Context: an optimization exercise on an open-source flow, tuned for small area. The choices shown serve that exercise and are no tape-out recipe.
Function was checked by simulation only, so behaviour that the tests miss may differ from the original.
Power is estimated from default activity; no workload was simulated.

==> flow/design.v <==
module router_line(clock, write_tag, data_in, line_data, line_tag);
  parameter DEPTH = 30;
  input clock;
  input [1:0] write_tag;
  input [7:0] data_in;
  output [9*DEPTH-1:0] line_data;
  output [2*DEPTH-3:0] line_tag;
  reg [7:0] data [0:DEPTH-1];           
  reg [1:0] tag [0:DEPTH-2];
  reg oldest_written, last_written;
  integer i;
  always @(posedge clock) begin
    data[0] <= ~data_in;
    tag[0] <= write_tag;
    for (i = 1; i < DEPTH; i = i + 1)
      data[i] <= data[i-1];
    for (i = 1; i < DEPTH-1; i = i + 1)
      tag[i] <= tag[i-1];
    oldest_written <= (tag[DEPTH-2] != 2'b11);
    last_written <= oldest_written;
  end
  genvar g;
  generate
    for (g = 0; g < DEPTH; g = g + 1) begin : flat
      if (g == DEPTH-1) begin : oldest
        assign line_data[9*g +: 9] = {~last_written, ~data[g]};
      end else if (g == DEPTH-2) begin : second
        assign line_data[9*g +: 9] = {~oldest_written, ~data[g]};
      end else begin : younger
        assign line_data[9*g +: 9] = {tag[g+1] == 2'b11, ~data[g]};
      end
    end
    for (g = 0; g < DEPTH-1; g = g + 1) begin : tags
      assign line_tag[2*g +: 2] = tag[g];
    end
  endgenerate
endmodule
module router_fifo(clock, resetn, write_enb, read_enb, soft_reset, line_data, line_tag, empty, data_out);
  parameter DEPTH = 30;
  parameter [1:0] ID = 2'd0;
  input clock, resetn, write_enb, read_enb, soft_reset;
  input [9*DEPTH-1:0] line_data;
  input [2*DEPTH-3:0] line_tag;
  output empty;
  output reg [7:0] data_out;
  reg held;
  reg [4:0] head_idx;
  reg cntr_zero;
  reg [5:0] cntr_left;
  wire rd = read_enb & held;
  reg [8:0] head;
  integer k;
  always @(*) begin
    head = 9'd0;
    for (k = 0; k < DEPTH; k = k + 1)
      head = head | (line_data[9*k +: 9] & {9{head_idx == k}});
  end
  reg [4:0] next_idx;
  reg found;
  integer j;
  always @(*) begin
    next_idx = 5'd0;
    found = 1'b0;
    for (j = 0; j < DEPTH-1; j = j + 1)
      if (line_tag[2*j +: 2] == ID && j < head_idx) begin
        next_idx = j + 1;
        found = 1'b1;
      end
  end
  always @(posedge clock)
    if (~held)
      head_idx <= 5'd0;
    else if (rd)
      head_idx <= next_idx;
    else
      head_idx <= head_idx + 5'd1;
  always @(posedge clock)
    if (~resetn | soft_reset)
      held <= 1'b0;
    else if (~held)
      held <= write_enb;
    else if (rd)
      held <= found | write_enb;
  always @(posedge clock)
    if (~resetn | soft_reset)
      cntr_zero <= 1'b1;
    else if (rd) begin
      if (head[8]) begin
        cntr_zero <= 1'b0;
        cntr_left <= head[7:2];
      end else if (~cntr_zero) begin
        if (cntr_left == 6'd0)
          cntr_zero <= 1'b1;
        cntr_left <= cntr_left - 6'd1;
      end
    end
  always @(posedge clock)
    if (~resetn | soft_reset)
      data_out <= 8'd0;
    else if (cntr_zero && (data_out != 8'd0))
      data_out <= 8'd0;
    else if (rd)
      data_out <= head[7:0];
  assign empty = ~held;
endmodule
module router_FSM(clock, resetn, pkt_valid, data_in, soft_reset_0, soft_reset_1, soft_reset_2,
                  fifo_empty_0, fifo_empty_1, fifo_empty_2, detect_add, ld_state, lfd_state,
                  write_enb_reg, rst_int_reg, busy);
  input clock, resetn, pkt_valid, soft_reset_0, soft_reset_1, soft_reset_2,
        fifo_empty_0, fifo_empty_1, fifo_empty_2;
  input [1:0] data_in;
  output detect_add, ld_state, lfd_state, write_enb_reg, rst_int_reg, busy;
  parameter DECODE_ADDRESS     = 3'b000,
            LOAD_FIRST_DATA    = 3'b001,
            LOAD_DATA          = 3'b010,
            LOAD_PARITY        = 3'b101,
            CHECK_PARITY_ERROR = 3'b110,
            WAIT_TILL_EMPTY    = 3'b111;
  reg [2:0] p_state, n_state;
  always @(posedge clock)
    if (~resetn)
      p_state <= DECODE_ADDRESS;
    else if ((soft_reset_0 && data_in==2'b00)||(soft_reset_1 && data_in==2'b01)||(soft_reset_2 && data_in==2'b10))
      p_state <= DECODE_ADDRESS;
    else
      p_state <= n_state;
  always @(*) begin
    n_state = DECODE_ADDRESS;
    if (data_in != 2'b11)
      case (p_state)
        DECODE_ADDRESS:
          if ((pkt_valid && (data_in[1:0]==2'b00) && fifo_empty_0)
             |(pkt_valid && (data_in[1:0]==2'b01) && fifo_empty_1)
             |(pkt_valid && (data_in[1:0]==2'b10) && fifo_empty_2))
            n_state = LOAD_FIRST_DATA;
          else if (pkt_valid)
            n_state = WAIT_TILL_EMPTY;
          else
            n_state = DECODE_ADDRESS;
        WAIT_TILL_EMPTY:
          if ((data_in[1:0]==2'b00) && (fifo_empty_0)
             |((data_in[1:0]==2'b01) && (fifo_empty_1)
             |(data_in[1:0]==2'b10) && (fifo_empty_2)))
            n_state = LOAD_FIRST_DATA;
          else
            n_state = WAIT_TILL_EMPTY;
        LOAD_FIRST_DATA:
          n_state = LOAD_DATA;
        LOAD_DATA:
          if (!pkt_valid)
            n_state = LOAD_PARITY;
          else
            n_state = LOAD_DATA;
        LOAD_PARITY:
          n_state = CHECK_PARITY_ERROR;
        default:
          n_state = DECODE_ADDRESS;
      endcase
  end
  assign detect_add    = (p_state == DECODE_ADDRESS);
  assign lfd_state     = (p_state == LOAD_FIRST_DATA);
  assign ld_state      = (p_state == LOAD_DATA);
  assign rst_int_reg   = (p_state == CHECK_PARITY_ERROR);
  assign write_enb_reg = (p_state == LOAD_DATA) | (p_state == LOAD_PARITY);
  assign busy          = ~((p_state == DECODE_ADDRESS) | (p_state == LOAD_DATA));
endmodule
module router_reg(clock, resetn, pkt_valid, data_in, rst_int_reg, detect_add, ld_state, err, dout);
  input clock, resetn, pkt_valid, rst_int_reg, detect_add, ld_state;
  input [7:0] data_in;
  output reg err;
  output reg [7:0] dout;
  reg [7:0] parity_diff;
  reg parity_done;
  always @(posedge clock)
    if (detect_add | ld_state)
      dout <= data_in;
  always @(posedge clock)
    if (detect_add | ld_state)
      parity_diff <= (detect_add ? 8'd0 : parity_diff) ^ data_in;
    else if (~pkt_valid && rst_int_reg)
      parity_diff <= 8'd0;
  always @(posedge clock)
    if (~resetn)
      parity_done <= 1'b0;
    else if (ld_state && ~pkt_valid)
      parity_done <= 1'b1;
    else if (detect_add)
      parity_done <= 1'b0;
  always @(posedge clock)
    if (~resetn)
      err <= 1'b0;
    else
      err <= parity_done && (parity_diff != 8'd0);
endmodule
module router_synch(clock, resetn, detect_add, data_in, write_enb_reg, read_enb_0, read_enb_1, read_enb_2,
                    empty_0, empty_1, empty_2, soft_reset_0, soft_reset_1, soft_reset_2, write_enb, write_tag);
  input clock, resetn, detect_add, write_enb_reg;
  input [1:0] data_in;
  input read_enb_0, read_enb_1, read_enb_2, empty_0, empty_1, empty_2;
  output reg soft_reset_0, soft_reset_1, soft_reset_2;
  output [2:0] write_enb;
  output [1:0] write_tag;
  reg [1:0] int_add_reg;
  reg [4:0] timer0, timer1, timer2;
  always @(posedge clock)
    if (detect_add)
      int_add_reg <= data_in;
  assign write_tag = write_enb_reg ? int_add_reg : 2'b11;
  assign write_enb[0] = write_enb_reg & (int_add_reg == 2'b00);
  assign write_enb[1] = write_enb_reg & (int_add_reg == 2'b01);
  assign write_enb[2] = write_enb_reg & (int_add_reg == 2'b10);
  function [4:0] timer_step(input [4:0] t);
    timer_step = {t[3:0], ~(t[4] ^ t[2])};
  endfunction
  function [4:0] timer_after(input integer n);
    integer m;
    begin
      timer_after = 5'd0;
      for (m = 0; m < n; m = m + 1)
        timer_after = timer_step(timer_after);
    end
  endfunction
  localparam [4:0] TIMER_LAST = timer_after(29);
  always @(posedge clock)
    if (~resetn) begin
      timer0 <= 5'd0;
      soft_reset_0 <= 1'b0;
    end else if (~empty_0 & ~read_enb_0) begin
      soft_reset_0 <= (timer0 == TIMER_LAST);
      timer0 <= (timer0 == TIMER_LAST) ? 5'd0 : timer_step(timer0);
    end
  always @(posedge clock)
    if (~resetn) begin
      timer1 <= 5'd0;
      soft_reset_1 <= 1'b0;
    end else if (~empty_1 & ~read_enb_1) begin
      soft_reset_1 <= (timer1 == TIMER_LAST);
      timer1 <= (timer1 == TIMER_LAST) ? 5'd0 : timer_step(timer1);
    end
  always @(posedge clock)
    if (~resetn) begin
      timer2 <= 5'd0;
      soft_reset_2 <= 1'b0;
    end else if (~empty_2 & ~read_enb_2) begin
      soft_reset_2 <= (timer2 == TIMER_LAST);
      timer2 <= (timer2 == TIMER_LAST) ? 5'd0 : timer_step(timer2);
    end
endmodule
module Router_top(clock, resetn, read_enb_0, read_enb_1, read_enb_2, pkt_valid, data_in,
                  data_out_0, data_out_1, data_out_2, valid_out_0, valid_out_1, valid_out_2, error, busy);
  input clock, resetn, read_enb_0, read_enb_1, read_enb_2, pkt_valid;
  input [7:0] data_in;
  output [7:0] data_out_0, data_out_1, data_out_2;
  output busy, error, valid_out_0, valid_out_1, valid_out_2;
  wire empty0, empty1, empty2;
  wire [7:0] d_out;
  wire lfd, ld, wr_en_reg, rst_reg, d_add;
  wire softr0, softr1, softr2;
  wire [2:0] wr_enb;
  wire [1:0] wr_tag;
  wire [9*30-1:0] line_data;
  wire [2*30-3:0] line_tag;
  router_line rtr_line(.clock(clock), .write_tag(wr_tag), .data_in(d_out),
                       .line_data(line_data), .line_tag(line_tag));
  router_fifo #(.ID(2'd0)) rtr_fifo1(.clock(clock), .resetn(resetn), .write_enb(wr_enb[0]), .read_enb(read_enb_0),
                        .soft_reset(softr0), .line_data(line_data), .line_tag(line_tag), .empty(empty0), .data_out(data_out_0));
  router_fifo #(.ID(2'd1)) rtr_fifo2(.clock(clock), .resetn(resetn), .write_enb(wr_enb[1]), .read_enb(read_enb_1),
                        .soft_reset(softr1), .line_data(line_data), .line_tag(line_tag), .empty(empty1), .data_out(data_out_1));
  router_fifo #(.ID(2'd2)) rtr_fifo3(.clock(clock), .resetn(resetn), .write_enb(wr_enb[2]), .read_enb(read_enb_2),
                        .soft_reset(softr2), .line_data(line_data), .line_tag(line_tag), .empty(empty2), .data_out(data_out_2));
  router_FSM rtr_fsm(.clock(clock), .resetn(resetn), .pkt_valid(pkt_valid), .data_in(data_in[1:0]),
                     .soft_reset_0(softr0), .soft_reset_1(softr1), .soft_reset_2(softr2),
                     .fifo_empty_0(empty0), .fifo_empty_1(empty1), .fifo_empty_2(empty2),
                     .detect_add(d_add), .ld_state(ld), .lfd_state(lfd),
                     .write_enb_reg(wr_en_reg), .rst_int_reg(rst_reg), .busy(busy));
  router_reg rtr_reg(.clock(clock), .resetn(resetn), .pkt_valid(pkt_valid), .data_in(data_in),
                     .rst_int_reg(rst_reg), .detect_add(d_add), .ld_state(ld),
                     .err(error), .dout(d_out));
  router_synch rtr_synch(.clock(clock), .resetn(resetn), .detect_add(d_add), .data_in(data_in[1:0]),
                         .write_enb_reg(wr_en_reg), .read_enb_0(read_enb_0), .read_enb_1(read_enb_1), .read_enb_2(read_enb_2),
                         .empty_0(empty0), .empty_1(empty1), .empty_2(empty2),
                         .soft_reset_0(softr0), .soft_reset_1(softr1), .soft_reset_2(softr2),
                         .write_enb(wr_enb), .write_tag(wr_tag));
  assign valid_out_0 = ~empty0;
  assign valid_out_1 = ~empty1;
  assign valid_out_2 = ~empty2;
endmodule
==> flow/flow/run.sh <==
#!/bin/bash
# Layout flow: the standard ORFS flow (standard.sh) with three changes.
#  - synthesis maps the logic with flow/abc_area.script (area-oriented ABC
#    mapping) instead of ORFS's abc_area.script; the flip-flops and their
#    names are those of the standard synthesis;
#  - CTS runs without dummy loads and with larger sink clusters;
#  - every input and output port still gets a buffer, of the smallest kind.
# All of make's output goes to flow_make.log; ORFS keeps each step's log
# under orfs/logs/.
set -euo pipefail
W=$(pwd)
F=$W/flow

# synthesis script: the standard flow's, with the abc override inserted after its first line
{ head -n 1 "$W/synth_recipe.tcl"; cat "$F/synth_pre.tcl"; tail -n +2 "$W/synth_recipe.tcl"; } > "$W/flow_synth.tcl"
sed "s#$W/synth_recipe.tcl#$W/flow_synth.tcl#g" "$W/standard.sh" > "$W/flow_standard.sh"
grep -q flow_synth.tcl "$W/flow_standard.sh"

export FLOW_ABC_SCRIPT=$F/abc_area.script
export CTS_ARGS="-sink_clustering_enable -repair_clock_nets -dont_use_dummy_load -sink_clustering_size 24 -sink_clustering_max_diameter 80"
export BUFFER_PORTS_ARGS="-buffer_cell sky130_fd_sc_hd__buf_1"

bash "$W/flow_standard.sh" finish > "$W/flow_make.log" 2>&1
==> flow/flow/abc_area.script <==
strash
dc2
&get -n
&dch -f
&nf -a -R 1000
&put
mfs2
strash
&get -n
&dch -f
&nf -a -R 1000
&put
mfs2
strash
&get -n
&dch -f
&nf -a -R 1000
&put
mfs2
strash
&get -n
&dch -f
&nf -a -R 1000
&put
topo
==> flow/flow/synth_pre.tcl <==
# Run Yosys's abc with an area-oriented mapping script (flow/abc_area.script)
# in place of the script ORFS passes; everything else in the synthesis is the
# standard one, so the registers are the same.
proc abc {args} {
  set i [lsearch -exact $args -script]
  if { $i >= 0 } {
    lset args [expr {$i + 1}] $::env(FLOW_ABC_SCRIPT)
  }
  yosys abc {*}$args
}
==> flow/standard.sh <==
#!/bin/bash
# synth_recipe.tcl (not shown) runs the flow's synth.tcl, then flattens the netlist and writes it again
# the make line also repeats each setting of config.mk as NAME=value (left out here)
make -C /OpenROAD-flow-scripts/flow DESIGN_CONFIG=/design/flow/config.mk WORK_HOME=/design/flow/orfs CLKGATE_MAP_FILE= SYNTH_SCRIPT=/design/flow/synth_recipe.tcl "${@:-finish}"
==> flow/config.mk <==
export PLATFORM = sky130hd
export DESIGN_NAME = Router_top
export DESIGN_NICKNAME = Router_top
export VERILOG_FILES = /design/flow/design.v
export SDC_FILE = /design/flow/constraint.sdc
export NUM_CORES = 4
export LEC_CHECK = 0
export CAP_MARGIN = 10
export CORE_MARGIN = 2
export CORE_UTILIZATION = 40
export GPL_TIMING_DRIVEN = 0
export SLEW_MARGIN = 10
==> flow/constraint.sdc <==
create_clock -name core_clock -period 10.0 [get_ports {clock}]
set_input_delay 2.0000 -clock core_clock [delete_from_list [all_inputs] [get_ports {clock}]]
set_output_delay 2.0000 -clock core_clock [all_outputs]
set_load 0.01 [all_outputs]
==> run notes <==
## power by group through the flow
stage | sequential (mW) | combinational, mW | clock (mW)
2_1_floorplan | 1.90 | 0.0855 | 0
3_3_place_gp | 1.98 | 0.143 | 0
3_5_place_dp | 1.98 | 0.147 | 0
4_1_cts | 1.94 | 0.148 | 1.03
5_1_grt | 1.96 | 0.162 | 1.09
6_report | 1.96 | 0.155 | 1.03
## cells in the mapped netlist (all sizes together) (11+ instances only)
master and count:
nor2b 23, o22ai 360, nor3 113, edfxtp 36
nor2 171, a31oi 13, nor4 67, nand2 184
a21oi 93, and3 14, a211oi 11, clkinv 29
o21ai 100, dfxtp 368, nand3 69, nand2b 17
o221ai 38, nand4 19, ha 18
## final cells by class
class / count / area, um2
inverters: 29 / 109
multi-input cells: 1405 / 7860
repair buffers: 47 / 196
flip-flops and latches: 404 / 8450
well taps: 532 / 666
fillers: 4014 / 22700
diodes: 3 / 7.51
clock buffers: 27 / 676
## kinds of logic (layout without fill, tap and decap cells)
family,Yosys count,in the layout,synth area share
AND/OR/NAND/NOR,711,711,0.205
AO/OA/AOI/OAI,655,655,0.247
flip-flops,404,404,0.516
buffers and inverters,29,103,0.00664
adder cells (fa/ha/maj),18,18,0.0137
XOR/XNOR,15,15,0.00802
multiplexers,6,6,0.00367
other,0,3,0
## final timing paths
check,startpoint,endpoint
worst max-delay path,rtr_fifo1.head_idx[3],rtr_fifo1.cntr_left[3]
worst min-delay path,rtr_line.data[27][0],rtr_line.data[28][0]
worst max register to register,rtr_fifo1.head_idx[3],rtr_fifo1.cntr_left[3]
worst min register to register,rtr_line.data[27][0],rtr_line.data[28][0]
## metal layers
metal,global-route usage,part of all wire,vias to the layer above,wire (um)
li1,-,-,7345,-
met1,0.490,0.37,8362,31300
met2,0.538,0.39,1710,33300
met3,0.166,0.15,523,12800
met4,0.230,0.082,0,6900
met5,0.00714,0,-,0
## worst max-delay path: cells and delay by family (launching register included)
family / cells / cell delay [ns]
simple gates: 5 / 1.95
compound gates: 2 / 1.30
flops: 1 / 0.89
buf+inv: 2 / 0.35
## layout by cell type (no fill, tap or decap), types with 4 or more instances in the layout
master,synthesis,layout
sky130_fd_sc_hd__a211oi_1,11,11
sky130_fd_sc_hd__o221ai_1,38,38
sky130_fd_sc_hd__nor2b_1,23,23
sky130_fd_sc_hd__or4_1,4,4
sky130_fd_sc_hd__nor4_2,0,4
sky130_fd_sc_hd__nand3b_1,4,4
sky130_fd_sc_hd__ha_1,18,18
sky130_fd_sc_hd__o22ai_1,360,360
sky130_fd_sc_hd__nor3b_1,5,5
sky130_fd_sc_hd__dfxtp_1,368,368
sky130_fd_sc_hd__and2_0,4,4
sky130_fd_sc_hd__a21boi_0,4,4
sky130_fd_sc_hd__or3_1,5,5
sky130_fd_sc_hd__nor4_1,67,63
sky130_fd_sc_hd__nor2_1,171,171
sky130_fd_sc_hd__buf_1,0,42
sky130_fd_sc_hd__o211ai_1,4,4
sky130_fd_sc_hd__o21ai_0,100,100
sky130_fd_sc_hd__nand3_1,69,69
sky130_fd_sc_hd__xor2_1,9,9
sky130_fd_sc_hd__clkbuf_16,0,27
sky130_fd_sc_hd__edfxtp_1,36,36
sky130_fd_sc_hd__xnor2_1,6,6
sky130_fd_sc_hd__mux2i_1,6,6
sky130_fd_sc_hd__clkinv_1,29,29
sky130_fd_sc_hd__or2_0,6,6
sky130_fd_sc_hd__nand2b_1,17,17
sky130_fd_sc_hd__nor3_1,113,111
sky130_fd_sc_hd__nand2_1,184,184
sky130_fd_sc_hd__nand4_1,19,19
sky130_fd_sc_hd__a21oi_1,93,93
sky130_fd_sc_hd__o31ai_1,7,7
sky130_fd_sc_hd__a31oi_1,13,13
sky130_fd_sc_hd__and3_1,14,14
## stage by stage
stage,hold slack (ns),util,instances,area [um2]
after floorplan,0.360,-,1838,16400
after global placement,0.372,0.423,2412,17200
after detailed placement,0.372,0.425,2417,17300
after CTS,0.358,0.442,2444,17900
after global routing,0.355,0.442,2444,18000
final,0.358,0.442,2447,18000
==> run notes <==
Routing
After detailed routing, the number of remaining DRC violations is 0. The first-pass iteration count of the detailed router is 12. The detail route stage leaves a number of antenna-violating nets equal to 0. After the first detailed-routing iteration, the DRC count stood at 3,812. In the final routed layout, each cell accounts on average for 34.4 um. The final wirelength is 84,300 um. In the routed layout, each cell is associated on average with a via count of 7.33. Across all layers, the routed design uses 17,900 vias.

CTS
The CTS clock-pin slew for the worst setup and hold paths is 0.07 ns. The clock reaches the later pin of the worst-skew pair after 0.61 ns. TritonCTS created 27 clock buffers. TritonCTS built the clock tree. The post-cts gate resize count is 0. The tree is rooted in a sky130_fd_sc_hd__clkbuf_16. The number of clock sinks is 404.

The number of H-tree levels is 1. After clock tree synthesis, the flow added hold-fix buffers numbering 0. The maximum root-to-sink buffer count is 3. Once the clock tree was built, the setup fixing pass inserted 0 buffers.

Run
The tool flagged a number of max-cap violations equal to 0.

Placement
Buffers placed on the I/O ports in this run total 42. After legalization and detailed placement, the total HPWL measured 55,300 um. The pre-CTS setup slack is 5.47 ns.

Routability-driven placement finished with a final weighted congestion of 1.02.

Critical path
The kind of end point of the critical path is a register. In this run the register-to-register setup slack is 5.14 ns. The depth of the worst register-to-register path is 9. The signal on the critical path passes through nor2b_1 > nand4b_1 > o22ai_1 > nor4_1 > nand2_1 > nor4_2 > buf_4 > buf_4 > a211oi_1.

The most frequent cell on the critical path is sky130_fd_sc_hd__buf_4. The largest fanout on the critical path is 23. The signal arrival time at the worst endpoint is 5.06 ns. The launching element type of the critical path is a register. The largest stage delay on the critical path is 1.04 ns. The kind of critical path is reg -> reg. The cell type of the slowest stage on the worst timing path is sky130_fd_sc_hd__nand4b_1. For the worst setup path, the data required time is 10.20 ns.

Hold path
The worst hold path passes through 0 cells. The path class of the tightest hold or removal check is reg -> reg.

Finish
The register with the most flip-flops in the layout has 240 of them. Counting flops per register, the top entry is rtr_line.data. The number of nets at the end of the flow is 1,946. The largest registers in the layout are rtr_line.data x240, rtr_line.tag x58. The area growth from synthesis to layout is 9.65%. The fraction of final layout cells with drive strength greater than 1 is 0.0199.

Logic synthesis
In the synthesized netlist the async set-or-reset flop fraction comes to 0. By area the synthesized netlist is led by sky130_fd_sc_hd__dfxtp_1 45%, sky130_fd_sc_hd__o22ai_1 14%, sky130_fd_sc_hd__edfxtp_1 6.6%. The number of enable flip-flop cells after synthesis is 36. Averaged over all synthesized cells, the footprint is 8.91 um2. The post-synthesis register bit count is 404. The summed instance area of the synthesized netlist is 16,400 um2. Yosys mapped the design onto 46 distinct sky130hd cell types. Of the post-synthesis cell area, the dominant cell type holds 0.450. The total of warnings raised by yosys is 9. Synthesis produced a netlist with a net count of 1,870. The cell taking the most area after synthesis is sky130_fd_sc_hd__dfxtp_1. The portion of the post-synthesis area used by sequential elements is 0.516. Among all flip-flop cells after synthesis, the most frequent one is sky130_fd_sc_hd__dfxtp_1. Synthesis produced a netlist whose cell count is 1,838.

Pwr
The logic gate share of total power is 0.049. The design internal power is 2.30 mW. The largest voltage drop on the vdd net is 0.111 mV. In this run the power density over the cells is 175 nW/um2. The power spent charging and discharging nets is 0.838 mW. The standby leakage power is 6.47 nW. The sequential fraction of design power is 0.624.

The total design power is 3.14 mW. Of the total power, the share spent switching nets is 0.267. The share of total power dissipated in the clock network is 0.327.

STA
The relative slew slack is 0.0577. In the post-route analysis, the smallest setup slack over all paths is 5.14 ns. Setup violations remaining at the end of the flow were counted as 0.

Setup repair after global routing left no endpoint under its margin. The count of pins over their slew limit is 0. Dividing the final minimum period by the clock period gives 0.486. In the final timing run, aggregate negative setup slack is 0 ns.

The number of hold violations in the final report came to 0. The clock arrives with 0.0739 ns of skew. The slew of the pin with the lowest slew margin is 1.40 ns. For this run, the top clock speed supported by timing is 0.206 GHz. The final critical-path required period is 4.86 ns.

GRT
The pin count of the biggest net entering global routing is 32. In the global route stage, overall resource usage came out at 0.386. The total overflow left after global routing is 0. The initial antenna violation count is 2.

The global-route wire length before repair is 117,000 um. The number of global-route vias before repair came to 16,400.

Floorplanning
The floorplan step defined a die boundary enclosing 42,600 um2. The floorplan step set the die width to 206 um. The core region is 40,600 um2. The die boundary height is 206 um.

The initialized floorplan defines 74 standard-cell rows. The number of top-level pins is 43. The initial core utilization is 0.403.

Outcome
The run finished with no timing, DRC or antenna violations.

## separate check: timing with driven ports
In the flow no input, the clock included, has a driving cell. The finished layout below was timed again as built, in two steps.
Step 1 sets driving cells, clkbuf_16 on the clock port and buf_2 on the other inputs (assumed; they add their load-dependent delay and slew).
Step 2 moves the port delays by t, midway between the first and last clock arrival at a register: inputs arrive t later, outputs are due t later. That takes back most of the time a late clock gives input paths.
Slacks: ideal ports / drivers / drivers and shift; pairs: ideal ports / drivers.
t, ns: 0.625
slack for setup (ns): 5.140 / 5.140 / 5.140
hold WS [ns]: 0.358 / 0.358 / 0.358
worst register clock-pin slew, ns: 0.10 / 0.10
cell pins on the clock port's net: 1
After both steps setup and hold are still met in this run. For this run, drivers alone change the setup slack by 0.000 ns; drivers and shift together by 0.000 ns.
